This design comes from an exercise in tuning for small area, a short achievable clock period and few clock cycles on the open sky130 flow, not from production work.
At most, simulation tests tie the RTL to the original design; equivalence was not proved.
Power and IR drop assume default switching activity.

== run Y ==
## mips
module mips(
	input wire clk,
	input wire rst,
	output wire [31:0] INST_ADDR,
	input wire [31:0] INST_DATA,
	output wire [31:0] DMEM_ADDR,
	output wire DMEM_WE,
	output wire [31:0] DMEM_WDATA,
	input wire [31:0] DMEM_RDATA
	);
==> flow/config.mk <==
export PLATFORM = sky130hd
export DESIGN_NAME = mips
export DESIGN_NICKNAME = mips
export VERILOG_FILES = /design/flow/design.v
export SDC_FILE = /design/flow/constraint.sdc
export NUM_CORES = 8
export LEC_CHECK = 0
export CAP_MARGIN = 20
export CORE_MARGIN = 2
export CORE_UTILIZATION = 40
export SLEW_MARGIN = 20
export SYNTH_HIERARCHICAL = 1
export SYNTH_MINIMUM_KEEP_SIZE = 0
==> flow/constraint.sdc <==
create_clock -name core_clock -period 10.0 [get_ports {clk}]
set_input_delay 2.0000 -clock core_clock [delete_from_list [all_inputs] [get_ports {clk}]]
set_output_delay 2.0000 -clock core_clock [all_outputs]
set_load 0.01 [all_outputs]
standard.sh (not shown) runs the stock make flow with config.mk's settings and CLKGATE_MAP_FILE= SYNTH_SCRIPT=/design/flow/synth_recipe.tcl, a recipe that flattens the netlist after the stock synthesis.
==> flow/flow/run.sh <==
#!/bin/bash
set -euo pipefail
MARGIN=6.5
bash standard.sh synth > synth.log 2>&1
SYNTH_ODB=orfs/results/sky130hd/mips/base/1_synth.odb openroad -no_init -exit flow/downsize.tcl > downsize.log 2>&1
bash standard.sh SETUP_SLACK_MARGIN=$MARGIN "CTS_ARGS=-sink_clustering_enable -repair_clock_nets -dont_use_dummy_load -buf_list sky130_fd_sc_hd__clkbuf_8 -sink_clustering_size 20" "BUFFER_PORTS_ARGS=-buffer_cell sky130_fd_sc_hd__buf_2" finish > layout.log 2>&1
==> flow/flow/downsize.tcl <==
# Set every combinational cell that synthesis mapped to a larger drive
# strength back to its smallest variant; the timing repair later in the flow
# sizes up the cells that need it.
set odb $::env(SYNTH_ODB)
read_db $odb
set db [ord::get_db]
set n 0
foreach inst [[ord::get_db_block] getInsts] {
  set m [$inst getMaster]
  set name [$m getName]
  if {[regexp {^sky130_fd_sc_hd__(df|edf|sdf|dl|sdl|conb|tap|fill|decap|diode)} $name]} { continue }
  if {[regexp {^(sky130_fd_sc_hd__[a-z0-9]+)_([0-9]+)$} $name -> base size] && $size > 1} {
    foreach s {1 0} {
      set nm [$db findMaster ${base}_$s]
      if {$nm ne "NULL" && $nm ne ""} {
        $inst swapMaster $nm
        incr n
        break
      }
    }
  }
}
puts "downsized $n cells"
write_db $odb
## Diff of input files: run G against run Y
--- a/flow/design.v
+++ b/flow/design.v
@@ -787,23 +787,22 @@
 	output wire [31:0] INST_ADDR,
 	input wire [31:0] INST_DATA,
 	output wire [31:0] DMEM_ADDR,
 	output wire DMEM_WE,
 	output wire [31:0] DMEM_WDATA,
 	input wire [31:0] DMEM_RDATA
 	);
 	genvar gk, gb;
 	reg  [31:0] pc;
 	reg  [31:0] ras;
 	reg         e_ld, e_st, e_br, e_bx, e_jr;      
-	reg         e_cst;                   
 	reg  [4:0]  e_rd;                    
 	reg         e_fa_lo, e_fa_hi;
 	reg         c_ab, c_mb, c_am, c_mm;
 	reg         j_a, j_m;                
 	reg         e_fb;                    
 	reg         x_b, x_bn, x_m, x_mn, x_i, x_in;
 	reg         h_b, h_br, h_m, h_mr;
 	reg         e_sub;                   
 	reg         s_m, s_a, s_c;
 	reg         r_add, r_slt, r_and, r_or, r_xor, r_nor, r_srl, r_sll, r_b;
 	reg         e_sra;
@@ -909,24 +908,22 @@
 		end else begin
 			case (op)
 				6'b001000, 6'b001001, 6'b100011, 6'b101011: f_add = 1'b1;
 				6'b001010, 6'b001011: begin f_slt = 1'b1; f_sub = 1'b1; end
 				6'b001100: f_and = 1'b1;
 				6'b001101: f_or = 1'b1;
 				6'b001110: f_xor = 1'b1;
 				default: f_b = 1'b1;                    
 			endcase
 		end
 	end
-	wire f_cst = is_lui | (((op == 6'b001000) | (op == 6'b001001) | (op == 6'b001101) |
-	                        (op == 6'b001110)) & (rs == 5'd0));
 	wire sext = (op == 6'b001000) | (op == 6'b001010) | is_lw | is_sw | is_br;
 	wire [31:0] pc4 = pc + 32'd4;
 	wire [31:0] immv = is_lui ? {imm, 16'b0} :
 	                   (is_jal | is_jalr) ? pc4 :
 	                   {{16{sext & imm[15]}}, imm};
 	wire ui = ~((is_r & ~is_jalr) | is_br);
 	wire rs_m = m_w & (rs == m_rd);
 	wire rt_m = m_w & (rt == m_rd);
 	wire [31:1] rf_en;
 	generate for (gk = 1; gk < 32; gk = gk + 1) begin : en
 		assign rf_en[gk] = rf_v[gk] & (m_rd != gk);
@@ -963,62 +960,58 @@
 	ks_add16c badd(.a(pc[17:2]), .b(imm), .cin(1'b1), .s(blo), .co(bco));
 	wire [13:0] hi = pc[31:18];
 	wire [13:0] hi_p = hi + 14'd1;
 	wire [13:0] hi_m = hi - 14'd1;
 	wire [13:0] bx0 = imm[15] ? hi : hi_p;        
 	wire [13:0] bx1 = imm[15] ? hi_m : hi;        
 	wire [13:0] bhi;
 	generate for (gb = 0; gb < 14; gb = gb + 1) begin : bsel
 		g_mux2 m(.a0(bx1[gb]), .a1(bx0[gb]), .s(bco), .y(bhi[gb]));
 	end endgenerate
 	wire [31:0] btgt = {bhi, blo, pc[1:0]};
-	wire cst_hit = rs_e & e_cst;
 	reg [31:0] npc;
 	always @(*) begin
 		if (is_j | is_jal) npc = {pc4[31:28], ins[25:0], 2'b00};
 		else if (is_br & pred_t) npc = btgt;
-		else if ((is_jr | is_jalr) & cst_hit) npc = e_x;
 		else if (is_jr) npc = ras;
 		else npc = pc4;
 	end
 	always @(posedge clk or posedge rst) begin
 		if (rst) begin
 			pc <= 32'b0;
 			ras <= 32'b0;
 		end else begin
 			if (mis) pc <= redirect;
 			else if (~stall) pc <= npc;
 			if (is_jal | is_jalr) ras <= pc4;
 		end
 	end
 	always @(posedge clk or posedge rst) begin
 		if (rst) begin
-			{e_ld, e_st, e_br, e_bx, e_jr, e_cst} <= 6'b0;
+			{e_ld, e_st, e_br, e_bx, e_jr} <= 5'b0;
 			{j_a, j_m} <= 2'b0;
 			e_rd <= 5'd0;
 			m_we <= 1'b0;
 			m_ld <= 1'b0;
 			m_rd <= 5'd0;
 		end else begin
 			if (adv) begin
 				e_ld <= is_lw;
 				e_st <= is_sw;
 				e_br <= is_br;
 				e_bx <= is_bne ^ pred_t;
 				e_jr <= is_jr | is_jalr;
 				j_a <= (is_jr | is_jalr) & ~rs_e;
 				j_m <= (is_jr | is_jalr) & rs_e;
 				e_rd <= dst;
-				e_cst <= f_cst;
 			end else begin
-				e_cst <= 1'b0;
 				{e_ld, e_st, e_br, e_bx, e_jr} <= 5'b0;
 				{j_a, j_m} <= 2'b0;
 				e_rd <= 5'd0;
 			end
 			m_we <= e_st;
 			m_ld <= e_ld;
 			m_rd <= e_rd;
 		end
 	end
 	always @(posedge clk) begin
 		e_fa_lo <= rs_e;
==> comparison <==
Against run Y, total power in run G came out better.
Slew at the pin closest to its max-slew limit ended up 70 ps lower on run G than on run Y.
Between run G and run Y, it is run G whose placed standard-cell area is lower, by about 1.4%.
Flip-flop and latch power: run Y vs run G, no meaningful difference
Run G finished end to end and its layout was clean on timing, DRC and antenna.
Between run G and run Y, it is run G whose clock skew is higher, by 34 ps.
Testbench counts of run G, summed over its fixed seeds: cycles 75,343.
No functional check of the RTL was part of run Y.

port drivers added, routing unchanged:
The flow's constraints put no driver on any port. The routed layouts listed below were extracted and timed again, unchanged, in two steps. Step 1: set_driving_cell puts a clkbuf_16 on clk and a buf_2 on each other input, an assumption about the parent block. Step 2 adds t to the input delays and takes it off the output delays; t is the mean of the earliest and latest rising clock arrival at the registers after step 1. Input paths then give back, and output paths get back, about the clock's delay inside the block. a / b / c = ideal ports / drivers / drivers and shift; a / b = the first two.
run | t (ns) | slack for setup (ns) | latest minus earliest clock arrival (ns)
run Y | 1.028 | 6.316 / 6.241 / 5.324 | 0.164 / 0.164
run G | 0.994 | 6.270 / 6.270 / 5.323 | 0.165 / 0.166
After both steps every run listed still meets setup and hold. The setup slack of run Y, which loses most, moves by -0.075 ns with the drivers and by -0.992 ns with both steps.
